This is an optimization exercise on Yosys and OpenROAD, whose aim is small area and a short achievable clock period, not a production implementation. Function was checked by simulation only, so behaviour that the tests miss may differ from the original.

<file path="design/flow/config.mk">
export PLATFORM = sky130hd
export DESIGN_NAME = t2c_maze_explorer
export DESIGN_NICKNAME = t2c_maze_explorer
export VERILOG_FILES = /design/flow/design.v
export SDC_FILE = /design/flow/constraint.sdc
export NUM_CORES = 4
export LEC_CHECK = 0
export CAP_MARGIN = 20
export CORE_MARGIN = 2
export CORE_UTILIZATION = 55
export SLEW_MARGIN = 20
</file>
<file path="design/flow/constraint.sdc">
create_clock -name core_clock -period 9.0 [get_ports {clk}]
set_input_delay 1.8000 -clock core_clock [delete_from_list [all_inputs] [get_ports {clk}]]
set_output_delay 1.8000 -clock core_clock [all_outputs]
set_load 0.01 [all_outputs]
</file>
<file path="design/flow/design.v">
module t2c_late (
    input left, mid, right,    
    input mL, mF, mR,          
    input [3:0] dh,            
    input decide,              
    input at40,                
    input sp,                  
    input pm, cm, bm,          
    input [2:0] move,
    input [1:0] dirn, dL, dR, dU,        
    input [3:0] x, xp, xm, y, yp, ym,    
    input [8:0] xh,                      
    output [2:0] move_d,
    output [1:0] dirn_d,
    output [3:0] x_d, y_d,
    output pm_d, bm_d, cm_d,
    output [8:0] wr                      
);
  wire fL = ~left & ~mL;
  wire fF = ~mid & ~mF;
  wire fR = ~right & ~mR;
  wire nof = ~(fL | fF | fR);
  wire block = (fL & ~fF & ~fR) | (~fL & fF & ~fR) | (~fL & ~fF & fR);
  wire uf = sp & ((left & mid & ~right) | (left & ~mid & right) | (~left & mid & right));
  wire sL = decide & ~uf & fL;
  wire sF = decide & ~uf & ~fL & fF;
  wire sR = decide & ~uf & ~fL & ~fF & fR;
  wire sU = decide & (uf | (nof & ~at40));
  wire hold = ~(sL | sF | sR | sU);
  wire selN = dh[0] & sF | dh[1] & sL | dh[2] & sU | dh[3] & sR;
  wire selE = dh[0] & sR | dh[1] & sF | dh[2] & sL | dh[3] & sU;
  wire selS = dh[0] & sU | dh[1] & sR | dh[2] & sF | dh[3] & sL;
  wire selW = dh[0] & sL | dh[1] & sU | dh[2] & sR | dh[3] & sF;
  wire holdx = ~(selE | selW);
  wire holdy = ~(selN | selS);
  wire wm = decide & (pm & block | nof & ~at40);    
  assign move_d = ({3{sL}} & 3'd2) | ({3{sF}} & 3'd1) | ({3{sR}} & 3'd3) | ({3{sU}} & 3'd4) |
                  ({3{hold}} & move);
  assign dirn_d = ({2{sL}} & dL) | ({2{sF}} & dirn) | ({2{sR}} & dR) | ({2{sU}} & dU) |
                  ({2{hold}} & dirn);
  assign x_d = ({4{selE}} & xp) | ({4{selW}} & xm) | ({4{holdx}} & x);
  assign y_d = ({4{selS}} & yp) | ({4{selN}} & ym) | ({4{holdy}} & y);
  assign pm_d = decide ? (cm | wm) : pm;
  assign bm_d = hold ? bm : (cm | wm);
  assign cm_d = hold ? cm : (sU & bm);
  assign wr = xh & {9{wm}};
endmodule
module t2c_maze_explorer (
    input clk,
    input rst_n,
    input left,
    mid,
    right,   
    output reg [2:0] move
);
  reg [1:0] st;         
  reg [3:0] x_pos, y_pos;
  reg [1:0] dirn;       
  reg flag2;
  reg cm;               
  reg bm;               
  reg pm;               
  reg mN, mE, mS, mW;   
  wire [80:0] mark;     
  wire idle = ~st[1] & ~st[0];
  wire decide = st[1] & ~st[0];
  wire [15:0] xa, ya;   
  genvar gi, gj;
  generate
    for (gi = 0; gi < 16; gi = gi + 1) begin : g_dec
      assign xa[gi] = (x_pos == gi);
      assign ya[gi] = (y_pos == gi);
    end
  endgenerate
  wire [8:0] xh = xa[8:0], yh = ya[8:0];
  wire [8:0] col_y;     
  wire [8:0] row_x;     
  generate
    for (gi = 0; gi < 9; gi = gi + 1) begin : g_pl
      wire [8:0] a, b;
      for (gj = 0; gj < 9; gj = gj + 1) begin : g_t
        assign a[gj] = mark[gi*9+gj] & yh[gj];
        assign b[gj] = mark[gj*9+gi] & xh[gj];
      end
      assign col_y[gi] = |a;
      assign row_x[gi] = |b;
    end
  endgenerate
  wire x_out = |xa[15:9];
  wire y_out = |ya[15:9];
  always @(posedge clk) begin
    mE <= y_out | (|(col_y[8:1] & xa[7:0])) | (|xa[14:8]) | (xa[15] & col_y[0]);
    mW <= y_out | (|(col_y[8:0] & xa[9:1])) | xa[0] | (|xa[15:10]);
    mS <= x_out | (|(row_x[8:1] & ya[7:0])) | (|ya[14:8]) | (ya[15] & row_x[0]);
    mN <= x_out | (|(row_x[8:0] & ya[9:1])) | ya[0] | (|ya[15:10]);
  end
  wire [3:0] dh = {dirn == 2'd3, dirn == 2'd2, dirn == 2'd1, dirn == 2'd0};
  wire mL = dh[0] & mW | dh[1] & mN | dh[2] & mE | dh[3] & mS;
  wire mF = dh[0] & mN | dh[1] & mE | dh[2] & mS | dh[3] & mW;
  wire mR = dh[0] & mE | dh[1] & mS | dh[2] & mW | dh[3] & mN;
  wire at40 = xa[4] & ya[0];
  wire sp = at40 & ~flag2;
  wire [3:0] xp = {x_pos[3] ^ (&x_pos[2:0]), x_pos[2] ^ (&x_pos[1:0]), x_pos[1] ^ x_pos[0], ~x_pos[0]};
  wire [3:0] xm = {x_pos[3] ^ ~(|x_pos[2:0]), x_pos[2] ^ ~(|x_pos[1:0]), x_pos[1] ^ ~x_pos[0], ~x_pos[0]};
  wire [3:0] yp = {y_pos[3] ^ (&y_pos[2:0]), y_pos[2] ^ (&y_pos[1:0]), y_pos[1] ^ y_pos[0], ~y_pos[0]};
  wire [3:0] ym = {y_pos[3] ^ ~(|y_pos[2:0]), y_pos[2] ^ ~(|y_pos[1:0]), y_pos[1] ^ ~y_pos[0], ~y_pos[0]};
  wire [1:0] dL = {dirn[1] ^ ~dirn[0], ~dirn[0]};
  wire [1:0] dR = {dirn[1] ^ dirn[0], ~dirn[0]};
  wire [1:0] dU = {~dirn[1], dirn[0]};
  wire [2:0] move_d;
  wire [1:0] dirn_d;
  wire [3:0] x_d, y_d;
  wire pm_d, bm_d, cm_d;
  wire [8:0] wr;
  t2c_late u_late (
      .left(left), .mid(mid), .right(right), .mL(mL), .mF(mF), .mR(mR), .dh(dh),
      .decide(decide), .at40(at40), .sp(sp), .pm(pm), .cm(cm), .bm(bm), .move(move),
      .dirn(dirn), .dL(dL), .dR(dR), .dU(dU), .x(x_pos), .xp(xp), .xm(xm),
      .y(y_pos), .yp(yp), .ym(ym), .xh(xh),
      .move_d(move_d), .dirn_d(dirn_d), .x_d(x_d), .y_d(y_d),
      .pm_d(pm_d), .bm_d(bm_d), .cm_d(cm_d), .wr(wr));
  always @(posedge clk or negedge rst_n) begin
    if (!rst_n) begin
      st <= 2'b00;
      move <= 3'd0;
      dirn <= 2'd0;
      x_pos <= 4'd4;
      y_pos <= 4'd8;
      flag2 <= 1'b0;
      cm <= 1'b1;
      bm <= 1'b1;
      pm <= 1'b1;
    end else begin
      st <= {st[1] | st[0], ~st[0]};
      if (decide && at40) flag2 <= 1'b1;
      move <= move_d;
      dirn <= dirn_d;
      x_pos <= x_d;
      y_pos <= y_d;
      pm <= pm_d;
      bm <= bm_d;
      cm <= cm_d;
    end
  end
  generate
    for (gi = 0; gi < 9; gi = gi + 1) begin : g_wi
      for (gj = 0; gj < 9; gj = gj + 1) begin : g_wj
        if (gi == 4 && gj == 8) begin : g_start
          assign mark[gi*9+gj] = 1'b1;
        end else begin : g_cell
          reg m_n;   
          always @(posedge clk) m_n <= (m_n | idle) & ~(wr[gi] & yh[gj]);
          assign mark[gi*9+gj] = ~m_n;
        end
      end
    end
  endgenerate
endmodule
</file>
<file path="design/flow/flow/run.sh">
#!/bin/bash
# Own layout flow: the standard flow, except that the synthesised netlist
# comes from the same synthesis script with different ABC mapping (see
# flow/mysynth.tcl and flow/settings.sh) and without the adder-cell mapping.
# Registers (names and cell types) are those of the standard synthesis; this
# is checked below, and the standard netlist is used if they differ.
set -euo pipefail
W=$PWD
F=$W/flow
R=$W/orfs/results/$FLOW_PLATFORM/t2c_maze_explorer/base
source $F/settings.sh

bash standard.sh synth > $W/log_std_synth.txt 2>&1
cp $R/1_2_yosys.v $W/std_1_2_yosys.v

# 2. own synthesis in a separate ORFS work folder
make -C $FLOW_HOME DESIGN_CONFIG=$W/config.mk WORK_HOME=$W/own \
  CLKGATE_MAP_FILE= SYNTH_SCRIPT=$F/mysynth.tcl synth > $W/log_own_synth.txt 2>&1
OWN=$W/own/results/$FLOW_PLATFORM/t2c_maze_explorer/base/1_2_yosys.v

regs() { grep -E '^ *sky130_fd_sc_hd__(df|ed|sd)[a-z]*_[0-9]+ ' "$1" | awk '{print $1, $2}' | sed 's/_[0-9]* / /' | sort; }
regs $R/1_2_yosys.v > $W/regs_std.txt
regs $OWN > $W/regs_own.txt
if cmp -s $W/regs_std.txt $W/regs_own.txt; then
  cp $OWN $R/1_2_yosys.v
  echo "own synthesis used" > $W/log_synth_choice.txt
else
  echo "register mismatch; keeping the standard synthesis" > $W/log_synth_choice.txt
fi

# 3. the rest of the standard flow on that netlist
export SETUP_SLACK_MARGIN=$FLOW_SETUP_MARGIN
bash standard.sh > $W/log_flow.txt 2>&1
</file>
<file path="design/flow/flow/area.abc">
strash; dch -f; amap; topo
</file>
<file path="design/flow/flow/mysynth.tcl">
proc synth {args} { yosys synth -nofsm -noshare {*}$args }
set ::env(ADDER_MAP_FILE) ""
proc abc {args} {
  set i [lsearch -exact $args -script]
  if {$i >= 0} {
    if {[info exists ::env(MY_ABC_SCRIPT)] && $::env(MY_ABC_SCRIPT) ne ""} {
      set args [lreplace $args $i [expr {$i+1}] -script $::env(MY_ABC_SCRIPT)]
    } else {
      set args [lreplace $args $i [expr {$i+1}]]
    }
  }
  set j [lsearch -exact $args -D]
  if {$j >= 0} { set args [lreplace $args $j [expr {$j+1}]] }
  if {[info exists ::env(MY_ABC_D)] && $::env(MY_ABC_D) ne ""} {
    lappend args -D $::env(MY_ABC_D)
  }
  if {[info exists ::env(MY_LATE_D)] && $::env(MY_LATE_D) ne ""} {
    # speed-map the logic cone of the sensor inputs first (up to the flip-flops)
    set stop {}
    foreach c [split [string trim [tee -q -s result.string select -list-mod =A:liberty_cell]] "\n"] {
      if {[regexp {__(df|ed|sd)} $c]} { lappend stop $c }
    }
    yosys select -set late {*}$::env(MY_LATE_FROM) %co*:-[join $stop ,]
    set sargs $args
    set k [lsearch -exact $sargs -script]
    if {$k >= 0} { set sargs [lreplace $sargs $k [expr {$k+1}]] }
    if {[info exists ::env(MY_LATE_SCRIPT)] && $::env(MY_LATE_SCRIPT) ne ""} { lappend sargs -script $::env(MY_LATE_SCRIPT) }
    set k [lsearch -exact $sargs -D]
    if {$k >= 0} { set sargs [lreplace $sargs $k [expr {$k+1}]] }
    lappend sargs -D $::env(MY_LATE_D)
    puts "my late abc: $sargs"
    yosys abc {*}$sargs @late
    yosys select -clear
  }
  if {[info exists ::env(MY_KEEP)]} {
    set kargs $args
    set k [lsearch -exact $kargs -script]
    if {$k >= 0} { set kargs [lreplace $kargs $k [expr {$k+1}]] }
    set k [lsearch -exact $kargs -D]
    if {$k >= 0} { set kargs [lreplace $kargs $k [expr {$k+1}]] }
    if {[info exists ::env(MY_KEEP_SCRIPT)] && $::env(MY_KEEP_SCRIPT) ne ""} { lappend kargs -script $::env(MY_KEEP_SCRIPT) }
    lappend kargs -D $::env(MY_KEEP_D)
    foreach m $::env(MY_KEEP) {
      puts "my keep abc ($m): $kargs"
      yosys abc {*}$kargs $m
    }
    yosys abc {*}$args $::env(DESIGN_NAME)
    return
  }
  puts "my abc: $args"
  yosys abc {*}$args
}
# modules named in MY_KEEP keep their own hierarchy until after ABC, which maps
# them on their own with yosys's default (delay-driven) script and -D MY_KEEP_D
proc hierarchy {args} {
  yosys hierarchy {*}$args
  if {[info exists ::env(MY_KEEP)]} {
    foreach m $::env(MY_KEEP) { yosys setattr -mod -set keep_hierarchy 1 $m }
  }
}
source $::env(SCRIPTS_DIR)/synth.tcl
# left out here: clear keep_hierarchy, flatten, clean up, hide names made inside functions, write 1_2_yosys.v
</file>
<file path="design/flow/flow/settings.sh">
# settings for flow/run.sh
export MY_ABC_SCRIPT=$F/area.abc   # ABC script for the design
export MY_KEEP=t2c_late            # module mapped on its own, delay-driven
export MY_KEEP_D=300               # its ABC delay target (ps)
export FLOW_SETUP_MARGIN=6.0       # repair_timing setup margin (ns)
</file>
<file path="design/flow/standard.sh">
#!/bin/bash
# synth_recipe.tcl (not shown) runs the flow's synth.tcl, then flattens the netlist and writes it again
# the make line also repeats each setting of config.mk as NAME=value (left out here)
make -C /OpenROAD-flow-scripts/flow DESIGN_CONFIG=/design/flow/config.mk WORK_HOME=/design/flow/orfs CLKGATE_MAP_FILE= SYNTH_SCRIPT=/design/flow/synth_recipe.tcl "${@:-finish}"
</file>
==> summary.txt, run 1 <==
----------------------------------------------------
[STA]
  Fmax ... 0.312 GHz
  Final critical delay including setup and external delays ... 3.21 ns
  Number of hold violations in the final report ... 0
  Final period utilization ... 35.6%
  Pins over their slew limit ... 0
  Worst setup skew after layout ... 0.0141 ns
  Unrepaired setup endpoints after global routing ... true
  Slew at the pin closest to its max-slew limit ... 0.970 ns
  Setup TNS after final layout ... 0 ns
  Count of final setup violators ... 0
  Final-layout worst hold slack ... 0.480 ns
  Worst relative slew slack ... a little over a third

[Placement]
  Estimated wirelength of the detail-placed design ... 13.5 mm
  Number of placed instances, taps included ... 712
  Routability Congestion ... between 1 and 1.5
  Number of port buffers ... 7

[Logic synthesis]
  Main flop type after synthesis ... sky130_fd_sc_hd__dfxtp_1
  Cells after Synth ... 622
  Warning count from the yosys run ... 1
  Share of synthesized area occupied by flip-flops and latches ... roughly 37%
  Per-instance average area after synthesis ... 9.47 sq um
  Synthesized netlist net count ... 643
  Synth top cells by count ... sky130_fd_sc_hd__dfxtp_1 (84), sky130_fd_sc_hd__o32a_2 (58), sky130_fd_sc_hd__clkbuf_1 (39), sky130_fd_sc_hd__nand2_1 (37), sky130_fd_sc_hd__nor2_1 (36)
  Post-synthesis register bit count ... 103
  Most common cell in the synthesized netlist ... sky130_fd_sc_hd__dfxtp_1
  Cell area after technology mapping ... 0.00589 sq mm
  Number of enable-type register cells in the synthesized netlist ... 0
  Number of distinct library cells after synthesis ... 79
  Portion of synthesized cell area occupied by the leading cell type ... 28.6%
  Fraction of registers with async set or reset after synthesis ... 18.4%
  Post-synth top area cell ... sky130_fd_sc_hd__dfxtp_1
  Area contributors post-synth ... sky130_fd_sc_hd__dfxtp_1 (29%), sky130_fd_sc_hd__o32a_2 (11%), sky130_fd_sc_hd__dfrtp_1 (5.9%), sky130_fd_sc_hd__o22ai_1 (3.7%), sky130_fd_sc_hd__ha_1 (3.4%)

[Min path]
  Hold path start ... move[1]
  Endpoint of the worst hold-timing path ... move[1]
  Hold Path Class ... reg2reg
  Depth of the worst hold-timing path ... 2

[Setup path]
  End of the worst register-to-register path ... mW
  Maximum net fanout on the critical path ... 6
  Max stage delay on crit path ... 0.35 ns
  Launch instance of the worst register-to-register path ... y_pos[3]
  Worst endpoint data arrival time ... 3.51 ns
  Path type of the worst setup path ... in2reg
  Setup slack on the worst flop-to-flop path ... 5.87 ns
  Series of cell instances along the critical path ... buf_12 > xnor2_4 > a211oi_4 > buf_6 > a211oi_4 > a32oi_2 > a31oi_4 > o21bai_1 > mux2_4
  Number of cells on the worst reg-to-reg path ... 7
  Most common cell type on the critical path ... sky130_fd_sc_hd__a211oi_4
  Setup crit end kind ... flop
  Element type at the critical path start ... input port
  Data required time at the worst endpoint ... 9.30 ns
  Library cell contributing the largest single delay on the critical path ... sky130_fd_sc_hd__a31oi_4
  Number of buffer and inverter instances along the worst setup path ... 2
  Cell family with most CP delay ... compound AO/OA/AOI/OAI gates

[Global routing]
  Total global routing overflow ... 0
  Antenna violations before repair ... 1
  Number of global-route vias before repair ... 5913
  All-Layer GR Usage ... between 40% and 50%
  Maximum number of pins on one net before global-route repair ... a little over 80
  Wire length of the first global-routing pass ... approximately 35 mm

[Clock tree]
  Sinks on Clock Net ... 103
  Hold-fix buffers at CTS ... 0
  Clock tree root buffer cell ... sky130_fd_sc_hd__clkbuf_8
  Number of buffers on the longest clock path ... 2
  Clock insertion delay at the later pin of the skew report ... 0.42 ns
  TritonCTS clock tree ... built
  Clock input transition at the sequential cells of the worst setup and hold paths ... 0.10 ns
  Total number of H-tree levels ... 3
  Cts bufs inserted ... 9

[Routing]
  Overall via count from detail_route ... around 6000
  Average wire length per cell after detail routing ... 29.5 um
  Initial detailed-routing violation count ... 1026
  Number of remaining DRC errors ... 0
  Router iterations before antenna repair ... 8
  Vias per Instance ... roughly 7.7
  Total wirelength of the detailed-routed design ... 23.3 mm
  Antenna Violating Nets Remaining ... 0

[Layout]
  Core utilization of the finished layout ... about 74%
  Inserted Diodes ... 0
  Area growth, synth to finish ... 30.5%
  Layout cells sized above 1 ... 31.6%
  Non-Filler Instances ... 791
  Number of nets in the final layout ... 671
  Fill cell total of the finished layout ... 679

[Floorplanning]
  Width of the die ... 107 um
  Count of standard-cell rows ... 37
  Initial core utilization ... 56.8%
  Die height ... 107 um
  Ports placed on the boundary ... 8
  Floorplan core area ... slightly above 0.01 sq mm
  Die area ... ~0.012 sq mm

[Status]
  Status ... complete, no violations

[Flow run]
  Number of maximum-capacitance violations ... 0

----------------------------------------------------
-- cells in the final DEF, fill, tap and decap left out, types with 6 or more instances in the layout --
cell type	netlist	routed
sky130_fd_sc_hd__dfxtp_1	84	84
sky130_fd_sc_hd__o32a_4	0	58
sky130_fd_sc_hd__buf_4	0	43
sky130_fd_sc_hd__o22ai_1	35	35
sky130_fd_sc_hd__nor2_1	36	34
sky130_fd_sc_hd__nand2_1	37	31
sky130_fd_sc_hd__inv_1	23	22
sky130_fd_sc_hd__o21ai_0	23	21
sky130_fd_sc_hd__o32a_1	17	17
sky130_fd_sc_hd__ha_1	16	16
sky130_fd_sc_hd__a21oi_1	21	14
sky130_fd_sc_hd__dfrtp_1	14	14
sky130_fd_sc_hd__buf_12	3	12
sky130_fd_sc_hd__nor3_1	12	11
sky130_fd_sc_hd__o221ai_1	11	10
sky130_fd_sc_hd__nand2b_1	10	10
sky130_fd_sc_hd__buf_6	0	10
sky130_fd_sc_hd__clkbuf_8	0	9
sky130_fd_sc_hd__a31oi_1	10	8
sky130_fd_sc_hd__o22a_1	7	7
sky130_fd_sc_hd__o2111ai_1	7	7
sky130_fd_sc_hd__a22oi_1	6	6
sky130_fd_sc_hd__nand3_1	7	6
sky130_fd_sc_hd__nor2b_1	7	6
sky130_fd_sc_hd__mux2i_1	6	6
sky130_fd_sc_hd__nand3b_1	6	6
-- sequential cells by signal, summed over array words and instances (netlist names), 2 cells and up --
register              count
g_wi.g_wj.g_cell.m_n     80
x_pos                     4
move                      3
dirn                      2
y_pos                     4
st                        2
-- cell type report --
cell class	instances	area, sq um	share of cell area, %
sequential	103	2170	28.2
clock buffer	11	153	1.99
timing repair buffer	73	820	10.7
multi-input combinational	438	4230	55.0
clock inverter	5	45.0	0.586
tap	136	170	2.21
inverter	25	101	1.32
-- per-layer routing --
metal  vias up  share of wire, %  GRT usage (%)
met5         -                 0              0
met3       131                12           13.2
li1       2522                 -              -
met4         0               5.2           19.7
met1      2960                38           52.6
met2       472                45           60.4
-- worst max path at each step --
stage | cells past startpoint | to | start | slack (ns)
6_report | 9 | y_pos[1] | mid | 5.79
5_1_grt | 9 | x_pos[3] | mid | 5.71
4_1_cts | 9 | y_pos[1] | mid | 5.79
3_5_place_dp | 8 | g_wi[7].g_wj[1].g_cell.m_n | left | 4.38
3_3_place_gp | 8 | g_wi[5].g_wj[2].g_cell.m_n | left | 4.46
2_1_floorplan | 8 | x_pos[3] | mid | 5.66
-- tightest hold or removal path, stage by stage (launching register included) --
cell and delay, ns:
sky130_fd_sc_hd__dfrtp_1 0.35, sky130_fd_sc_hd__nand2_1 0.05, sky130_fd_sc_hd__nand2_1 0.05
-- cells by family (layout without fill, tap and decap cells) --
family                     count (synthesis)  after routing  share of synthesized area (%)
AOI/OAI and AO/OA                        251            251                           35.6
and+or+nand+nor                          153            156                           14.4
DFF                                      103            103                           36.7
buffers and inverters                     84            114                           7.35
adders and majority gates                 16             16                           3.40
muxes                                     10             10                           1.78
xor gates and xnor gates                   5              5                          0.744
-- metrics by stage --
step	setup slack (ns)	instance area (sq um)
3_5_place_dp	4.38	6530
2_1_floorplan	5.66	6580
3_3_place_gp	4.46	6530
5_1_grt	5.71	7680
6_report	5.79	7680
4_1_cts	5.79	7480
-- repair_timing --
item	CTS	global route
pin swaps	38	9
gates cloned	6	1
resized for setup	69	9
setup buffers	40	15
endpoints found under the setup margin	103	93
==> run 2, diff against run 1 <==
==> design/flow/flow/settings.sh (replaced) <==
# settings for flow/run.sh
export MY_ABC_SCRIPT=$F/area.abc   # ABC script for the design
export FLOW_SETUP_MARGIN=6.0       # repair_timing setup margin (ns)
==> run 2 against run 1 <==
Still clean on timing, DRC and antenna. Die area decreased by 21%. Sequential share of layout area increased by 8.7 points. Critical path depth up 3. Non-clock buffer count decreased by 19. Hold slack improved by 0.0066 ns. Global-route usage fell by 7.2 points. Maximum frequency decreased by 3.9%. Area after synthesis fell by 22%. Synthesized cell count decreased by 19%. Largest cell class unchanged.
==> summary.txt, run 2 <==
----------------------------------------------------
[Routing]
  Antenna Violating Nets Remaining ... 0
  Number of remaining DRC errors ... 0
  Overall via count from detail_route ... roughly 4800
  Initial detailed-routing violation count ... 418
  Average wire length per cell after detail routing ... 23.1 um
  Total wirelength of the detailed-routed design ... approximately 16 mm
  Vias per Instance ... 7.03
  Router iterations before antenna repair ... 5

[STA]
  Worst setup skew after layout ... 0.0155 ns
  Setup TNS after final layout ... 0 ns
  Fmax ... 0.300 GHz
  Pins over their slew limit ... 0
  Final critical delay including setup and external delays ... 3.34 ns
  Number of hold violations in the final report ... 0
  Worst relative slew slack ... roughly 40%
  Final period utilization ... 37.1%
  Final-layout worst hold slack ... 0.486 ns
  Unrepaired setup endpoints after global routing ... true
  Slew at the pin closest to its max-slew limit ... between 0.8 and 0.9 ns
  Count of final setup violators ... 0

[Logic synthesis]
  Cells after Synth ... about 500
  Warning count from the yosys run ... 1
  Synthesized netlist net count ... 509
  Cell area after technology mapping ... roughly 0.0046 sq mm
  Per-instance average area after synthesis ... 9.12 sq um

[Floorplanning]
  Ports placed on the boundary ... 8
  Die area ... 0.00910 sq mm
  Die height ... 95.4 um
  Floorplan core area ... just over 0.008 sq mm
  Width of the die ... 95.4 um
  Count of standard-cell rows ... 33
  Initial core utilization ... 56.2%

[Setup path]
  End of the worst register-to-register path ... mN
  Launch instance of the worst register-to-register path ... x_pos[3]
  Maximum net fanout on the critical path ... 4
  Worst setup path startpoint ... right
  Element type at the critical path start ... input port
  Setup slack on the worst flop-to-flop path ... 5.73 ns
  Data required time at the worst endpoint ... 9.30 ns
  Worst setup path endpoint ... y_pos[3]
  Number of cells on the worst reg-to-reg path ... 10
  Library cell contributing the largest single delay on the critical path ... sky130_fd_sc_hd__or3_4
  Setup crit end kind ... flop
  Worst endpoint data arrival time ... 3.64 ns
  Max stage delay on crit path ... about 0.35 ns
  Number of buffer and inverter instances along the worst setup path ... 2
  Series of cell instances along the critical path ... buf_6 > o21a_1 > a21oi_2 > nor3_2 > or3_4 > nor3_4 > inv_4 > o22ai_2 > a31oi_1 > o21ai_2 > o21ai_0 > o211ai_1
  Path type of the worst setup path ... in2reg
  Instance count on the critical path ... 12
  Cell family with most CP delay ... compound AO/OA/AOI/OAI gates

[Min path]
  Depth of the worst hold-timing path ... 2
  Hold Path Class ... reg2reg

[Layout]
  Biggest regs ... g_wi.g_wj.g_cell.m_n: 80 flops, x_pos: 4 flops, y_pos: 4 flops
  Fill cell total of the finished layout ... 595
  Sequential cell area ... 0.00216 sq mm
  Layout cells sized above 1 ... 24.8%
  Multi-input logic area ... 0.00270 sq mm
  Largest register by flop count ... g_wi.g_wj.g_cell.m_n
  Most frequent cells in the layout ... sky130_fd_sc_hd__o22ai_1 (84), sky130_fd_sc_hd__dfxtp_1 (84), sky130_fd_sc_hd__o22a_1 (80), sky130_fd_sc_hd__nor2_1 (39), sky130_fd_sc_hd__buf_4 (38)
  Area growth, synth to finish ... 27.8%
  Number of nets in the final layout ... 580
  Inserted Diodes ... 0
  Non-Filler Instances ... roughly 690
  Flip-flop count of the largest register after layout ... 80

[Clock tree]
  Number of buffers on the longest clock path ... 2
  Clock tree root buffer cell ... sky130_fd_sc_hd__clkbuf_8
  Clock input transition at the sequential cells of the worst setup and hold paths ... 0.11 ns
  Total number of H-tree levels ... 3
  TritonCTS clock tree ... built
  Sinks on Clock Net ... 103
  Clock insertion delay at the later pin of the skew report ... 0.38 ns
  Cts bufs inserted ... 9

[Placement]
  Estimated wirelength of the detail-placed design ... 9.32 mm
  Number of port buffers ... 7
  Number of placed instances, taps included ... 619
  Routability Congestion ... 0.927

[Global routing]
  Maximum number of pins on one net before global-route repair ... 82
  Antenna violations before repair ... 0
  Number of global-route vias before repair ... 4288
  Wire length of the first global-routing pass ... 22.9 mm
  All-Layer GR Usage ... 33.2%
  Total global routing overflow ... 0

[Flow run]
  Number of maximum-capacitance violations ... 0

[Status]
  Status ... complete, no violations

----------------------------------------------------
[run 2: worst min path at each step]
stage	start	to	slack, ns
6_report	bm	bm	0.49
5_1_grt	bm	bm	0.52
4_1_cts	bm	bm	0.49
3_3_place_gp	bm	cm	0.47
3_5_place_dp	bm	bm	0.48
2_1_floorplan	st[0]	st[0]	0.45
[run 2: cell type report]
| cell class | instances | share of cell area (%) |
|---|---|---|
| Tap cell | 105 | 2.24 |
| Sequential cell | 103 | 36.9 |
| Clock inverter | 6 | 1.07 |
| Multi-Input combinational cell | 365 | 46.0 |
| Clock buffer | 10 | 2.17 |
| Inverter | 42 | 3.41 |
| Timing Repair Buffer | 54 | 8.21 |
[run 2: repair_timing]
item                                    in CTS  in global routing
hold buffers                                 0                  0
endpoints found under the setup margin     102                 99
setup buffers                               22                 20
gates cloned                                 4                  3
pin swaps                                   23                 21
gates resized for setup                     65                 45
[run 2: worst min-delay path: cells and delay by family (launching register included)]
kind / cells / cell delay (ns)
flip-flops: 1 / 0.38
AO/OA/AOI/OAI: 1 / 0.07
buffers and inverters: 1 / 0.04
[run 2: metrics by stage]
step / area [sq um] / worst slack (ns) / util, %
floorplan: 4700 / 5.47 / -
global placement: 4930 / 4.39 / 60.3
detailed placement: 4930 / 4.32 / 60.3
CTS: 5490 / 5.61 / 67.1
global route: 5870 / 5.58 / 71.8
finish: 5870 / 5.66 / 71.8
[run 2: metal layers]
layer | wire length (um) | vias to the layer above | GRT usage, % | share of wire (%)
li1 | - | 2184 | - | -
met1 | 6430 | 2323 | 42.2 | 41
met2 | 7680 | 257 | 54.2 | 49
met3 | 1190 | 52 | 6.64 | 7.5
met4 | 533 | 0 | 16.0 | 3.4
met5 | 0 | - | 0 | 0
==> run 3, diff against run 2 <==
--- a/design/flow/design.v
+++ b/design/flow/design.v
@@ -6,14 +6,15 @@
     input at40,                
     input sp,                  
     input pm, cm, bm,          
-    input [2:0] move,
     input [1:0] dirn, dL, dR, dU,        
-    input [3:0] x, xp, xm, y, yp, ym,    
+    input [3:0] xp, xm, yp, ym,          
     input [8:0] xh,                      
-    output [2:0] move_d,
-    output [1:0] dirn_d,
-    output [3:0] x_d, y_d,
-    output pm_d, bm_d, cm_d,
+    output go,                           
+    output [2:0] move_n,
+    output [1:0] dirn_n,
+    output ex, ey,                       
+    output [3:0] x_n, y_n,
+    output pm_n, bm_n, cm_n,
     output [8:0] wr                      
 );
   wire fL = ~left & ~mL;
@@ -34,15 +35,16 @@
   wire holdx = ~(selE | selW);
   wire holdy = ~(selN | selS);
   wire wm = decide & (pm & block | nof & ~at40);    
-  assign move_d = ({3{sL}} & 3'd2) | ({3{sF}} & 3'd1) | ({3{sR}} & 3'd3) | ({3{sU}} & 3'd4) |
-                  ({3{hold}} & move);
-  assign dirn_d = ({2{sL}} & dL) | ({2{sF}} & dirn) | ({2{sR}} & dR) | ({2{sU}} & dU) |
-                  ({2{hold}} & dirn);
-  assign x_d = ({4{selE}} & xp) | ({4{selW}} & xm) | ({4{holdx}} & x);
-  assign y_d = ({4{selS}} & yp) | ({4{selN}} & ym) | ({4{holdy}} & y);
-  assign pm_d = decide ? (cm | wm) : pm;
-  assign bm_d = hold ? bm : (cm | wm);
-  assign cm_d = hold ? cm : (sU & bm);
+  assign go = ~hold;
+  assign move_n = ({3{sL}} & 3'd2) | ({3{sF}} & 3'd1) | ({3{sR}} & 3'd3) | ({3{sU}} & 3'd4);
+  assign dirn_n = ({2{sL}} & dL) | ({2{sF}} & dirn) | ({2{sR}} & dR) | ({2{sU}} & dU);
+  assign ex = ~holdx;
+  assign ey = ~holdy;
+  assign x_n = ({4{selE}} & xp) | ({4{selW}} & xm);
+  assign y_n = ({4{selS}} & yp) | ({4{selN}} & ym);
+  assign pm_n = cm | wm;
+  assign bm_n = cm | wm;
+  assign cm_n = sU & bm;
   assign wr = xh & {9{wm}};
 endmodule
 module t2c_maze_explorer (
@@ -107,18 +109,18 @@
   wire [1:0] dL = {dirn[1] ^ ~dirn[0], ~dirn[0]};
   wire [1:0] dR = {dirn[1] ^ dirn[0], ~dirn[0]};
   wire [1:0] dU = {~dirn[1], dirn[0]};
-  wire [2:0] move_d;
-  wire [1:0] dirn_d;
-  wire [3:0] x_d, y_d;
-  wire pm_d, bm_d, cm_d;
+  wire go, ex, ey;
+  wire [2:0] move_n;
+  wire [1:0] dirn_n;
+  wire [3:0] x_n, y_n;
+  wire pm_n, bm_n, cm_n;
   wire [8:0] wr;
   t2c_late u_late (
       .left(left), .mid(mid), .right(right), .mL(mL), .mF(mF), .mR(mR), .dh(dh),
-      .decide(decide), .at40(at40), .sp(sp), .pm(pm), .cm(cm), .bm(bm), .move(move),
-      .dirn(dirn), .dL(dL), .dR(dR), .dU(dU), .x(x_pos), .xp(xp), .xm(xm),
-      .y(y_pos), .yp(yp), .ym(ym), .xh(xh),
-      .move_d(move_d), .dirn_d(dirn_d), .x_d(x_d), .y_d(y_d),
-      .pm_d(pm_d), .bm_d(bm_d), .cm_d(cm_d), .wr(wr));
+      .decide(decide), .at40(at40), .sp(sp), .pm(pm), .cm(cm), .bm(bm),
+      .dirn(dirn), .dL(dL), .dR(dR), .dU(dU), .xp(xp), .xm(xm), .yp(yp), .ym(ym), .xh(xh),
+      .go(go), .move_n(move_n), .dirn_n(dirn_n), .ex(ex), .ey(ey), .x_n(x_n), .y_n(y_n),
+      .pm_n(pm_n), .bm_n(bm_n), .cm_n(cm_n), .wr(wr));
   always @(posedge clk or negedge rst_n) begin
     if (!rst_n) begin
       st <= 2'b00;
@@ -133,13 +135,15 @@
     end else begin
       st <= {st[1] | st[0], ~st[0]};
       if (decide && at40) flag2 <= 1'b1;
-      move <= move_d;
-      dirn <= dirn_d;
-      x_pos <= x_d;
-      y_pos <= y_d;
-      pm <= pm_d;
-      bm <= bm_d;
-      cm <= cm_d;
+      if (decide) pm <= pm_n;
+      if (go) begin
+        move <= move_n;
+        dirn <= dirn_n;
+        bm <= bm_n;
+        cm <= cm_n;
+      end
+      if (ex) x_pos <= x_n;
+      if (ey) y_pos <= y_n;
     end
   end
   generate
--- a/design/flow/flow/mysynth.tcl
+++ b/design/flow/flow/mysynth.tcl
@@ -1,4 +1,14 @@
-proc synth {args} { yosys synth -nofsm -noshare {*}$args }
+proc synth {args} {
+
+  yosys synth -nofsm -noshare {*}$args
+  if {[lsearch -exact $args fine:] >= 0 && [info exists ::env(MY_LATE_OUTS)] && $::env(MY_LATE_OUTS) ne ""} {
+    # mark the cells between the wires MY_LATE_INS and MY_LATE_OUTS
+    yosys select -set lo {*}$::env(MY_LATE_OUTS) %ci*
+    yosys select -set li {*}$::env(MY_LATE_INS) %ci*
+    yosys setattr -set my_late 1 @lo @li %d
+    yosys select -clear
+  }
+}
 set ::env(ADDER_MAP_FILE) ""
 proc abc {args} {
   set i [lsearch -exact $args -script]
@@ -20,7 +30,12 @@
     foreach c [split [string trim [tee -q -s result.string select -list-mod =A:liberty_cell]] "\n"] {
       if {[regexp {__(df|ed|sd)} $c]} { lappend stop $c }
     }
-    yosys select -set late {*}$::env(MY_LATE_FROM) %co*:-[join $stop ,]
+    if {[info exists ::env(MY_LATE_OUTS)] && $::env(MY_LATE_OUTS) ne ""} {
+      yosys select -set late a:my_late
+    } else {
+      yosys select -set late {*}$::env(MY_LATE_FROM) %co*:-[join $stop ,]
+    }
+    yosys tee -o $::env(REPORTS_DIR)/late_stat.txt stat @late
     set sargs $args
     set k [lsearch -exact $sargs -script]
     if {$k >= 0} { set sargs [lreplace $sargs $k [expr {$k+1}]] }
==> run 3 against run 2 <==
Still clean. Critical path depth up 2. Wire length up 5.2%. Sequential cell count unchanged. First-iteration DRC count up 35%. Count of clock-buffer cells in the layout unchanged. Global-route usage down 0.74 points. Design area up 5.7%. Critical endpoint is now dirn[0].
==> summary.txt, run 3 <==
----------------------------------------------------
[Floorplanning]
  Floorplan core area ... 0.00822 sq mm
  Initial core utilization ... 56.5%
  Die height ... approximately 96 um
  Die area ... 0.00919 sq mm
  Count of standard-cell rows ... 33
  Width of the die ... roughly 96 um
  Ports placed on the boundary ... 8

[Logic synthesis]
  Cell area after technology mapping ... 0.00464 sq mm
  Synthesized netlist net count ... 541
  Per-instance average area after synthesis ... around 8.7 sq um
  Warning count from the yosys run ... 1
  Cells after Synth ... approximately 540

[Routing]
  Vias per Instance ... 7.05
  Average wire length per cell after detail routing ... 22.8 um
  Router iterations before antenna repair ... 6
  Total wirelength of the detailed-routed design ... 16.6 mm
  Antenna Violating Nets Remaining ... 0
  Number of remaining DRC errors ... 0
  Initial detailed-routing violation count ... 565
  Overall via count from detail_route ... 5139

[STA]
  Pins over their slew limit ... 0
  Count of final setup violators ... 0
  Worst relative slew slack ... 41.3%
  Final critical delay including setup and external delays ... 3.46 ns
  Unrepaired setup endpoints after global routing ... true
  Worst setup skew after layout ... 0.0122 ns
  Fmax ... a little under 0.3 GHz
  Final period utilization ... 38.4%
  Number of hold violations in the final report ... 0
  Setup TNS after final layout ... 0 ns
  Slew at the pin closest to its max-slew limit ... about 0.9 ns

[Clock tree]
  Total number of H-tree levels ... 3
  Number of buffers on the longest clock path ... 2
  Hold-fix buffers at CTS ... 0
  Clock tree root buffer cell ... sky130_fd_sc_hd__clkbuf_8
  TritonCTS clock tree ... built
  Cts bufs inserted ... 9
  Clock input transition at the sequential cells of the worst setup and hold paths ... 0.10 ns
  Clock insertion delay at the later pin of the skew report ... between 0.3 and 0.4 ns
  Sinks on Clock Net ... 103

[Placement]
  Number of port buffers ... 7
  Number of placed instances, taps included ... 654
  Routability Congestion ... 0.907
  Estimated wirelength of the detail-placed design ... 9.50 mm

[Flow run]
  Number of maximum-capacitance violations ... 0

[Layout]
  Number of nets in the final layout ... 624
  Layout cells sized above 1 ... roughly 29%
  Area growth, synth to finish ... 33.6%
  Most frequent standard cell in the layout excluding fill and tap cells ... sky130_fd_sc_hd__dfxtp_1
  Inserted Diodes ... 0
  Fill cell total of the finished layout ... 599
  Biggest regs ... g_wi.g_wj.g_cell.m_n: 80 flops, x_pos: 4 flops, y_pos: 4 flops
  Multi-input logic area ... 0.00293 sq mm
  Non-Filler Instances ... between 700 and 800
  Flip-flop count of the largest register after layout ... 80
  Sequential cell area ... approximately 0.0022 sq mm
  Largest register by flop count ... g_wi.g_wj.g_cell.m_n
  Most frequent cells in the layout ... sky130_fd_sc_hd__dfxtp_1 (84), sky130_fd_sc_hd__o22a_1 (82), sky130_fd_sc_hd__nor2_1 (74), sky130_fd_sc_hd__o22ai_1 (67), sky130_fd_sc_hd__buf_4 (42)

[Setup path]
  Setup crit end kind ... flop
  Cell family with most CP delay ... simple AND/OR/NAND/NOR gates
  Element type at the critical path start ... input port
  Data required time at the worst endpoint ... 9.25 ns
  Series of cell instances along the critical path ... buf_6 > buf_6 > nor2_2 > o21a_1 > nor4_2 > or2_4 > nor2_4 > inv_4 > nor2_4 > nor3_2 > o21ai_2 > nor2_4 > buf_6 > o21ai_1
  Worst endpoint data arrival time ... approximately 3.7 ns
  Number of buffer and inverter instances along the worst setup path ... 4
  Max stage delay on crit path ... 0.31 ns
  Maximum net fanout on the critical path ... 5
  Library cell contributing the largest single delay on the critical path ... sky130_fd_sc_hd__nor4_2
  Path type of the worst setup path ... in2reg

[Global routing]
  All-Layer GR Usage ... between 30% and 40%
  Antenna violations before repair ... 0
  Maximum number of pins on one net before global-route repair ... 82
  Number of global-route vias before repair ... 4535
  Wire length of the first global-routing pass ... 22.9 mm
  Total global routing overflow ... 0

[Status]
  Status ... complete, no violations

[Min path]
  Hold Path Class ... reg2reg

----------------------------------------------------
run 3: area by class of cell:
cell class / instances / share of cell area [%]
repair buffers: 65 / 9.05
multi-input cells: 398 / 47.3
inverters: 41 / 3.57
repair inverters: 1 / 0.0807
clock buffers: 10 / 2.06
clock inverters: 6 / 0.948
flip-flops and latches: 103 / 34.9
well taps: 105 / 2.12
run 3: path summary, 6_finish.rpt:
| kind | from | end | slack (ns) | cells past startpoint |
|---|---|---|---|---|
| worst max-delay path | mid | dirn[0] | 5.54 | 14 |
| worst min-delay path | cm | cm | 0.50 | 2 |
| worst max register to register | x_pos[2] | dirn[0] | 5.65 | 15 |
| worst min register to register | cm | cm | 0.50 | 2 |
| max in group asynchronous | rst_n | x_pos[3] | 6.49 | 1 |
| min in group asynchronous | rst_n | y_pos[0] | 1.91 | 1 |
run 3: per-stage QoR:
step	cell area, sq um	hold slack [ns]	setup slack (ns)	util [%]
2_1_floorplan	4700	0.448	5.52	-
3_3_place_gp	4950	0.469	4.63	60.3
3_5_place_dp	4950	0.468	4.49	60.3
4_1_cts	5550	0.480	5.63	67.6
5_1_grt	6200	0.529	5.45	75.5
6_report	6200	0.504	5.54	75.5
run 3: metal layers:
metal | up-vias | share of wire (%) | GRT usage (%)
met5 | - | 0 | 0
met4 | 0 | 4.6 | 16.3
met3 | 71 | 9.1 | 6.66
met2 | 333 | 46 | 53.0
met1 | 2477 | 40 | 40.8
li1 | 2258 | - | -
run 3: worst min-delay path, delay by kind of cell, from the launching register on:
kind / cells / cell delay, ns
DFF: 1 / 0.40
AOI/OAI and AO/OA: 1 / 0.06
and+or+nand+nor: 1 / 0.06
run 3: timing repair:
item                       CTS  global route
setup endpoints to repair  103           100
setup buffers               22            29
gates cloned                 1             7
gates resized for setup     77            95
pin swaps                   20            28
==> run 4, diff against run 3 <==
==> design/flow/flow/settings.sh (replaced) <==
# settings for flow/run.sh
export MY_ABC_SCRIPT=$F/area.abc   # ABC script for the design
export MY_KEEP=t2c_late            # module mapped on its own, delay-driven
export MY_KEEP_D=300               # its ABC delay target (ps)
export FLOW_SETUP_MARGIN=6.0       # repair_timing setup margin (ns)
export BUFFER_PORTS_ARGS="-buffer_cell sky130_fd_sc_hd__buf_2"   # port buffers
--- a/design/flow/config.mk
+++ b/design/flow/config.mk
@@ -7,5 +7,5 @@
 export LEC_CHECK = 0
 export CAP_MARGIN = 20
 export CORE_MARGIN = 2
-export CORE_UTILIZATION = 55
+export CORE_UTILIZATION = 70
 export SLEW_MARGIN = 20
==> run 4 against run 3 <==
Hold slack gained 0.017 ns. Design area down 1.1%. Cell count down 4.4%. Global-route usage up 11 points. Critical endpoint is now mN.
==> summary.txt, run 4 <==
----------------------------------------------------
[Floorplanning]
  Die area ... 0.00764 sq mm
  Count of standard-cell rows ... 30
  Die height ... about 87 um
  Floorplan core area ... 0.00676 sq mm
  Width of the die ... 87.4 um
  Initial core utilization ... 72.1%
  Ports placed on the boundary ... 8

[Clock tree]
  Clock input transition at the sequential cells of the worst setup and hold paths ... 0.09 ns
  Number of buffers on the longest clock path ... 2
  TritonCTS clock tree ... built
  Cts bufs inserted ... 9
  Clock tree root buffer cell ... sky130_fd_sc_hd__clkbuf_8
  Sinks on Clock Net ... roughly 100
  Clock insertion delay at the later pin of the skew report ... 0.37 ns
  Total number of H-tree levels ... 3
  Hold-fix buffers at CTS ... 0

[Layout]
  Multi-input logic area ... 0.00305 sq mm
  Area growth, synth to finish ... 26.0%
  Sequential cell area ... between 0.002 and 0.0025 sq mm
  Most frequent cells in the layout ... sky130_fd_sc_hd__dfxtp_1 (84), sky130_fd_sc_hd__o22a_1 (78), sky130_fd_sc_hd__o22ai_1 (67), sky130_fd_sc_hd__nor2_1 (65), sky130_fd_sc_hd__buf_4 (28)
  Largest register by flop count ... g_wi.g_wj.g_cell.m_n
  Most frequent standard cell in the layout excluding fill and tap cells ... sky130_fd_sc_hd__dfxtp_1
  Flip-flop count of the largest register after layout ... 80
  Layout cells sized above 1 ... between 20% and 30%
  Number of nets in the final layout ... ~620
  Fill cell total of the finished layout ... 258
  Biggest regs ... g_wi.g_wj.g_cell.m_n: 80 flops, x_pos: 4 flops, y_pos: 4 flops

[Flow run]
  Number of maximum-capacitance violations ... 0

[Routing]
  Number of remaining DRC errors ... 0
  Vias per Instance ... 8.47
  Initial detailed-routing violation count ... 1579
  Total wirelength of the detailed-routed design ... 20.6 mm
  Overall via count from detail_route ... roughly 5900
  Average wire length per cell after detail routing ... 29.5 um
  Router iterations before antenna repair ... 24
  Antenna Violating Nets Remaining ... 0

[STA]
  Worst setup skew after layout ... 0.0177 ns
  Unrepaired setup endpoints after global routing ... true
  Slew at the pin closest to its max-slew limit ... about 0.86 ns
  Least setup slack across all paths after layout ... between 5 and 6 ns
  Final-layout worst hold slack ... approximately 0.52 ns
  Worst relative slew slack ... 42.5%
  Count of final setup violators ... 0
  Pins over their slew limit ... 0
  Final critical delay including setup and external delays ... approximately 3.4 ns
  Fmax ... 0.298 GHz
  Final period utilization ... 37.3%
  Setup TNS after final layout ... 0 ns
  Number of hold violations in the final report ... 0

[Setup path]
  Number of cells on the worst reg-to-reg path ... 11
  Instance count on the critical path ... 11
  Worst endpoint data arrival time ... 3.56 ns
  Max stage delay on crit path ... around 0.59 ns
  Setup slack on the worst flop-to-flop path ... 5.64 ns
  Worst setup path startpoint ... x_pos[2]
  Cell family with most CP delay ... simple AND/OR/NAND/NOR gates
  Launch instance of the worst register-to-register path ... x_pos[2]
  End of the worst register-to-register path ... mN
  Number of buffer and inverter instances along the worst setup path ... 3
  Path type of the worst setup path ... reg2reg
  Setup crit end kind ... flop
  Maximum net fanout on the critical path ... 11
  Element type at the critical path start ... flop
  Library cell contributing the largest single delay on the critical path ... sky130_fd_sc_hd__dfstp_2
  Data required time at the worst endpoint ... 9.20 ns
  Worst setup path endpoint ... mN
  Series of cell instances along the critical path ... clkinv_1 > nand2_1 > nor2_1 > inv_2 > o22ai_1 > nor4_2 > o22ai_1 > nor4_2 > clkinv_1 > a2111oi_1 > o21ai_0

[Placement]
  Post-Place Worst Slack ... a little over 5 ns
  Routability Congestion ... 0.995
  Number of port buffers ... 7
  Estimated wirelength of the detail-placed design ... about 10 mm

[Logic synthesis]
  Synthesized netlist net count ... 563
  Cells after Synth ... 558
  Warning count from the yosys run ... 1
  Cell area after technology mapping ... ~0.005 sq mm
  Per-instance average area after synthesis ... 8.73 sq um

[Global routing]
  Total global routing overflow ... 0
  Wire length of the first global-routing pass ... about 26 mm
  Antenna violations before repair ... 1
  Number of global-route vias before repair ... 4942
  All-Layer GR Usage ... 43.8%
  Maximum number of pins on one net before global-route repair ... 82

[Status]
  Status ... complete, no violations

[Min path]
  Hold Path Class ... reg2reg

----------------------------------------------------
run 4: changes by cell type in the layout (fill, tap and decap cells not counted), moves of 5 or more:
cell                      previous run  this run
sky130_fd_sc_hd__nor2b_4             0         9
sky130_fd_sc_hd__a21oi_1             4        27
sky130_fd_sc_hd__o21ai_2             8         1
sky130_fd_sc_hd__inv_4               6        13
sky130_fd_sc_hd__buf_6              16         4
sky130_fd_sc_hd__inv_1               0         5
sky130_fd_sc_hd__nor4_1             10         4
sky130_fd_sc_hd__a22o_1              0         7
sky130_fd_sc_hd__buf_4              42        28
sky130_fd_sc_hd__or2_4               8         2
sky130_fd_sc_hd__nor3_1             13         8
sky130_fd_sc_hd__nor2_1             74        65
sky130_fd_sc_hd__o21ai_1             5         0
run 4: repair_timing:
action / in CTS / in global routing
pin swaps: 12 / 14
setup endpoints to repair: 99 / 99
hold endpoints to repair: 0 / 0
buffers inserted: 11 / 18
gates cloned: 1 / 3
resized for setup: 51 / 87
run 4: per-stage QoR:
step | area [sq um] | utilization [%] | instances
floorplan | 4990 | - | 558
global placement | 5150 | 76.2 | 648
detailed placement | 5150 | 76.2 | 648
CTS | 5620 | 83.1 | 675
global route | 6140 | 90.8 | 697
finish | 6140 | 90.8 | 697
run 4: layer usage:
metal	vias to the layer above	global-route usage (%)	routed length [um]
met2	736	70.0	8470
li1	2282	-	-
met3	285	13.3	3290
met4	0	20.3	2170
met5	-	0	0
met1	2601	54.1	6630
run 4: area by class of cell:
cell class	count	area share (%)
flip-flops and latches	103	35.3
well taps	80	1.63
repair buffers	42	6.12
diodes	1	0.0408
inverters	51	4.10
clock buffers	10	2.08
clock inverters	5	0.938
repair inverters	1	0.0815
multi-input cells	404	49.7
run 4: how the worst min path moves through the flow:
stage	startpoint	endpoint	slack, ns	cells after the start
after floorplan	flag2	flag2	0.44	1
after CTS	flag2	flag2	0.50	1
after detailed placement	flag2	flag2	0.47	1
after global placement	flag2	flag2	0.47	1
after global routing	g_wi[0].g_wj[7].g_cell.m_n	g_wi[0].g_wj[7].g_cell.m_n	0.54	1
final	st[0]	st[0]	0.52	1
==> run 5, diff against run 4 <==
--- a/design/flow/config.mk
+++ b/design/flow/config.mk
@@ -7,5 +7,5 @@
 export LEC_CHECK = 0
 export CAP_MARGIN = 20
 export CORE_MARGIN = 2
-export CORE_UTILIZATION = 70
+export CORE_UTILIZATION = 60
 export SLEW_MARGIN = 20
==> run 5 against run 4 <==
Count of clock-buffer cells in the layout down 1. Setup slack better by 0.15 ns. Still clean. Critical endpoint is now y_pos[1]. Clock skew is 0.0077 ns lower. Global-route usage is 8.2 points lower. Synthesized cell count unchanged. Largest cell class unchanged. Via count shrank 11%. Highest routed layer unchanged.
==> summary.txt, run 5 <==
----------------------------------------------------
[Routing]
  Average wire length per cell after detail routing ... around 23 um
  Vias per Instance ... around 7.3
  Initial detailed-routing violation count ... 612
  Router iterations before antenna repair ... 13
  Antenna Violating Nets Remaining ... 0
  Overall via count from detail_route ... around 5300
  Total wirelength of the detailed-routed design ... 16.5 mm
  Number of remaining DRC errors ... 0

[Clock tree]
  Clock tree root buffer cell ... sky130_fd_sc_hd__clkbuf_8
  Hold-fix buffers at CTS ... 0
  Number of buffers on the longest clock path ... 2
  Total number of H-tree levels ... 3
  TritonCTS clock tree ... built
  Cts bufs inserted ... 9
  Clock insertion delay at the later pin of the skew report ... 0.38 ns
  Sinks on Clock Net ... 103
  Clock input transition at the sequential cells of the worst setup and hold paths ... 0.11 ns

[Global routing]
  Number of global-route vias before repair ... 4738
  All-Layer GR Usage ... 35.5%
  Total global routing overflow ... 0
  Antenna violations before repair ... 0
  Wire length of the first global-routing pass ... between 20 and 25 mm
  Maximum number of pins on one net before global-route repair ... 82

[Layout]
  Core utilization of the finished layout ... 78.0%
  Largest register by flop count ... g_wi.g_wj.g_cell.m_n
  Number of nets in the final layout ... 617
  Most frequent cells in the layout ... sky130_fd_sc_hd__dfxtp_1 (84), sky130_fd_sc_hd__o22a_1 (78), sky130_fd_sc_hd__o22ai_1 (67), sky130_fd_sc_hd__nor2_1 (66)
  Most frequent standard cell in the layout excluding fill and tap cells ... sky130_fd_sc_hd__dfxtp_1
  Fill cell total of the finished layout ... roughly 560
  Inserted Diodes ... 0
  Layout cells sized above 1 ... 25.8%
  Flip-flop count of the largest register after layout ... 80
  Area growth, synth to finish ... 25.0%
  Biggest regs ... g_wi.g_wj.g_cell.m_n: 80 flops, x_pos: 4 flops, y_pos: 4 flops

[Logic synthesis]
  Cell area after technology mapping ... 0.00487 sq mm
  Synthesized netlist net count ... 563
  Per-instance average area after synthesis ... 8.73 sq um
  Warning count from the yosys run ... 1
  Cells after Synth ... 558

[STA]
  Number of hold violations in the final report ... 0
  Setup TNS after final layout ... 0 ns
  Pins over their slew limit ... 0
  Worst relative slew slack ... 43.5%
  Worst setup skew after layout ... between 0.01 and 0.015 ns
  Final critical delay including setup and external delays ... 3.21 ns
  Fmax ... between 0.3 and 0.4 GHz
  Final-layout worst hold slack ... around 0.51 ns
  Count of final setup violators ... 0
  Unrepaired setup endpoints after global routing ... true
  Slew at the pin closest to its max-slew limit ... 0.848 ns
  Final period utilization ... between 30% and 40%

[Setup path]
  Data required time at the worst endpoint ... 9.31 ns
  Element type at the critical path start ... input port
  Maximum net fanout on the critical path ... 8
  Max stage delay on crit path ... 0.29 ns
  Cell family with most CP delay ... compound AO/OA/AOI/OAI gates
  Series of cell instances along the critical path ... buf_12 > o22ai_4 > nor4b_4 > buf_4 > a21oi_4 > buf_6 > o2111ai_4 > or2_1 > inv_4 > nor2_1 > a21oi_1
  Worst endpoint data arrival time ... roughly 3.5 ns
  Library cell contributing the largest single delay on the critical path ... sky130_fd_sc_hd__or2_1
  Setup crit end kind ... flop
  Path type of the worst setup path ... in2reg
  Number of buffer and inverter instances along the worst setup path ... 4

[Placement]
  Routability Congestion ... 0.986
  Estimated wirelength of the detail-placed design ... ~10 mm
  Number of port buffers ... 7

[Status]
  Status ... complete, no violations

[Floorplanning]
  Floorplan core area ... about 0.0078 sq mm
  Die height ... 94.1 um
  Die area ... 0.00886 sq mm
  Width of the die ... 94.1 um
  Ports placed on the boundary ... 8
  Count of standard-cell rows ... 32
  Initial core utilization ... 62.4%

[Flow run]
  Number of maximum-capacitance violations ... 0

[Min path]
  Hold Path Class ... reg2reg

----------------------------------------------------
==> run 5: repair_timing <==
action / in CTS / in global routing
buffers inserted: 17 / 13
setup endpoints to repair: 99 / 86
pin swaps: 14 / 17
cloned: 0 / 3
gates resized for setup: 49 / 75
==> run 5: through the flow <==
step / instances / setup WS, ns / instance area [sq um]
2_1_floorplan: 558 / 5.83 / 4990
3_3_place_gp: 670 / 5.27 / 5170
3_5_place_dp: 670 / 5.03 / 5170
4_1_cts: 703 / 5.89 / 5700
5_1_grt: 719 / 5.67 / 6090
6_report: 719 / 5.79 / 6090
==> run 5: routing by layer <==
metal / GRT usage [%] / share of wire, % / up-vias
li1: - / - / 2276
met1: 45.8 / 38 / 2487
met2: 53.7 / 45 / 410
met3: 10.8 / 11 / 109
met4: 18.4 / 6.1 / 0
met5: 0 / 0 / -
==> run 5: path summary, 6_finish.rpt <==
check,start,end,slack (ns),cells after the start
setup / recovery,mid,y_pos[1],5.79,11
hold / removal,move[2],move[2],0.51,1
setup reg to reg,y_pos[1],y_pos[1],5.87,15
hold reg to reg,move[2],move[2],0.51,1
max in group asynchronous,rst_n,bm,7.32,1
min in group asynchronous,rst_n,y_pos[0],1.35,1
==> run 5: layout make-up <==
type                       instances  area, sq um  area share (%)
multi-input combinational        402         2960            48.5
sequential                       103         2170            35.6
timing repair buffer              43          374            6.14
inverter                          51          231            3.80
tap                              102          128            2.10
clock buffer                       9          124            2.03
clock inverter                     7         97.6            1.60
timing repair inverter             2         12.5           0.205
==> run 6, diff against run 5 <==
==> design/flow/flow/settings.sh (replaced) <==
# settings for flow/run.sh
export MY_ABC_SCRIPT=$F/area.abc   # ABC script for the design
export MY_KEEP=t2c_late            # module mapped on its own, delay-driven
export MY_KEEP_D=300               # its ABC delay target (ps)
export FLOW_SETUP_MARGIN=5.5       # repair_timing setup margin (ns)
--- a/design/flow/config.mk
+++ b/design/flow/config.mk
@@ -7,5 +7,5 @@
 export LEC_CHECK = 0
 export CAP_MARGIN = 20
 export CORE_MARGIN = 2
-export CORE_UTILIZATION = 60
+export CORE_UTILIZATION = 55
 export SLEW_MARGIN = 20
==> run 6 against run 5 <==
Still clean. Non-clock buffer count fell by 24. Maximum frequency fell by 6.9%. First-iteration DRC count fell by 25%. Register-to-register slack got worse by 0.32 ns. Sequential share of layout area rose by 3.7 points. Cell count fell by 2.9%. Area after synthesis did not move. Design area fell by 9.7%. Clock skew rose by 0.011 ns. Critical path depth rose by 1.
==> summary.txt, run 6 <==
----------------------------------------------------
[Routing]
  Router iterations before antenna repair ... 5
  Total wirelength of the detailed-routed design ... roughly 15 mm
  Number of remaining DRC errors ... 0
  Average wire length per cell after detail routing ... 20.9 um
  Initial detailed-routing violation count ... 456
  Vias per Instance ... 6.87
  Overall via count from detail_route ... 4795
  Antenna Violating Nets Remaining ... 0

[Logic synthesis]
  Per-instance average area after synthesis ... 8.73 sq um
  Warning count from the yosys run ... 1
  Cell area after technology mapping ... 0.00487 sq mm
  Synthesized netlist net count ... ~560
  Cells after Synth ... 558

[Clock tree]
  Clock tree root buffer cell ... sky130_fd_sc_hd__clkbuf_8
  Cts bufs inserted ... 9
  Sinks on Clock Net ... between 100 and 150
  TritonCTS clock tree ... built
  Number of buffers on the longest clock path ... 2
  Clock insertion delay at the later pin of the skew report ... 0.38 ns
  Total number of H-tree levels ... 3
  Clock input transition at the sequential cells of the worst setup and hold paths ... about 0.1 ns

[Layout]
  Non-Filler Instances ... 698
  Flip-flop count of the largest register after layout ... 80
  Inserted Diodes ... 0
  Layout cells sized above 1 ... 12.0%
  Number of nets in the final layout ... 590
  Most frequent cells in the layout ... sky130_fd_sc_hd__dfxtp_1 (84), sky130_fd_sc_hd__o22a_1 (78), sky130_fd_sc_hd__nor2_1 (77), sky130_fd_sc_hd__o22ai_1 (67), sky130_fd_sc_hd__clkinv_1 (41)
  Final standard cell area without fillers ... 0.00550 sq mm
  Most frequent standard cell in the layout excluding fill and tap cells ... sky130_fd_sc_hd__dfxtp_1
  Largest register by flop count ... g_wi.g_wj.g_cell.m_n
  Area growth, synth to finish ... 12.9%
  Fill cell total of the finished layout ... 777
  Core utilization of the finished layout ... 63.7%
  Biggest regs ... g_wi.g_wj.g_cell.m_n: 80 flops, x_pos: 4 flops, y_pos: 4 flops

[Setup path]
  Element type at the critical path start ... flop
  Path type of the worst setup path ... reg2reg
  Worst setup path startpoint ... x_pos[3]
  Worst endpoint data arrival time ... 3.67 ns
  End of the worst register-to-register path ... mN
  Library cell contributing the largest single delay on the critical path ... sky130_fd_sc_hd__dfrtp_1
  Maximum net fanout on the critical path ... 11
  Max stage delay on crit path ... 0.47 ns
  Series of cell instances along the critical path ... clkinv_1 > nand2_1 > nor2_1 > clkinv_1 > o22a_1 > o221ai_1 > nor4_1 > o22ai_1 > nor4_1 > clkinv_1 > a2111oi_1 > o21ai_0
  Most common cell type on the critical path ... sky130_fd_sc_hd__clkinv_1
  Number of buffer and inverter instances along the worst setup path ... 3
  Launch instance of the worst register-to-register path ... x_pos[3]
  Setup crit end kind ... flop
  Cell family with most CP delay ... compound AO/OA/AOI/OAI gates
  Worst setup path endpoint ... mN
  Data required time at the worst endpoint ... just over 9 ns
  Number of cells on the worst reg-to-reg path ... 12
  Setup slack on the worst flop-to-flop path ... 5.55 ns
  Instance count on the critical path ... 12

[Floorplanning]
  Initial core utilization ... roughly 56%
  Floorplan core area ... 0.00864 sq mm
  Count of standard-cell rows ... 34
  Die height ... 98.1 um
  Ports placed on the boundary ... 8
  Die area ... 0.00963 sq mm
  Width of the die ... 98.1 um

[STA]
  Final critical delay including setup and external delays ... around 3.5 ns
  Unrepaired setup endpoints after global routing ... true
  Fmax ... roughly 0.29 GHz
  Pins over their slew limit ... 0
  Worst setup skew after layout ... 0.0212 ns
  Slew at the pin closest to its max-slew limit ... 0.896 ns
  Setup TNS after final layout ... 0 ns
  Final period utilization ... about two fifths
  Worst relative slew slack ... 40.1%
  Final-layout worst hold slack ... 0.505 ns
  Least setup slack across all paths after layout ... 5.55 ns
  Count of final setup violators ... 0
  Number of hold violations in the final report ... 0

[Placement]
  Routability Congestion ... roughly 0.95
  Number of port buffers ... 7
  Cell area after placement ... 0.00510 sq mm
  Post-Place Worst Slack ... a little under 5 ns
  Number of placed instances, taps included ... 675
  Estimated wirelength of the detail-placed design ... 9.94 mm

[Status]
  Status ... complete, no violations

[Global routing]
  All-Layer GR Usage ... 30.6%
  Maximum number of pins on one net before global-route repair ... 82
  Number of global-route vias before repair ... roughly 4500
  Antenna violations before repair ... 0
  Wire length of the first global-routing pass ... 23.6 mm
  Total global routing overflow ... 0

[Flow run]
  Number of maximum-capacitance violations ... 0

[Min path]
  Hold Path Class ... reg2reg

----------------------------------------------------
-- run 6: final cells by class --
class	instances	area [sq um]	area share (%)
multi-input cells	401	2660	48.3
flip-flops and latches	103	2160	39.3
inverters	51	198	3.59
repair buffers	19	160	2.91
well taps	108	135	2.46
clock buffers	10	128	2.32
clock inverters	6	60.1	1.09
-- run 6: what timing repair did --
action	CTS	global route
pin swaps	5	1
gates resized for setup	22	21
setup buffers	3	4
hold buffers	0	0
endpoints found under the hold margin	0	0
setup endpoints to repair	88	80
-- run 6: worst min path at each step --
stage | startpoint | endpoint | cells past startpoint
after CTS | flag2 | flag2 | 1
after detailed placement | flag2 | flag2 | 1
after global placement | flag2 | flag2 | 1
final | flag2 | flag2 | 1
after floorplan | st[0] | st[0] | 1
after global routing | move[1] | move[1] | 1
-- run 6: layer usage --
| layer | up-vias | global-route usage (%) | share of wire, % |
|---|---|---|---|
| met5 | - | 0 | 0 |
| met2 | 207 | 47.7 | 47 |
| met3 | 35 | 6.08 | 7.4 |
| met1 | 2339 | 42.8 | 44 |
| met4 | 0 | 10.3 | 2.5 |
| li1 | 2214 | - | - |

port drivers added, routing unchanged:
In the flow no input, the clock included, has a driving cell. The finished layouts below were timed again as built, in two steps.
Step 1, drivers: a clkbuf_16 drives clk and a buf_2 each remaining input, both assumed.
Step 2 times the ports against the registers' clock, not the clock port: input delays grow and output delays shrink by t, the midpoint of the rising clock arrivals with the driver on.
a / b / c = ideal ports / drivers / drivers and shift; a / b = the first two.
| run | shift t [ns] | setup WS [ns] | worst register clock-pin slew, ns |
|---|---|---|---|
| run 1 | 0.456 | 5.795 / 5.786 / 5.330 | 0.11 / 0.11 |
| run 2 | 0.406 | 5.663 / 5.659 / 5.252 | 0.11 / 0.11 |
| run 3 | 0.413 | 5.544 / 5.536 / 5.123 | 0.11 / 0.11 |
| run 4 | 0.402 | 5.640 / 5.640 / 5.348 | 0.11 / 0.11 |
| run 5 | 0.406 | 5.788 / 5.773 / 5.367 | 0.11 / 0.11 |
| run 6 | 0.403 | 5.549 / 5.549 / 5.207 | 0.12 / 0.12 |
After both steps every run listed still meets setup and hold. The setup slack of run 1, which loses most, moves by -0.009 ns with the drivers and by -0.465 ns with both steps.
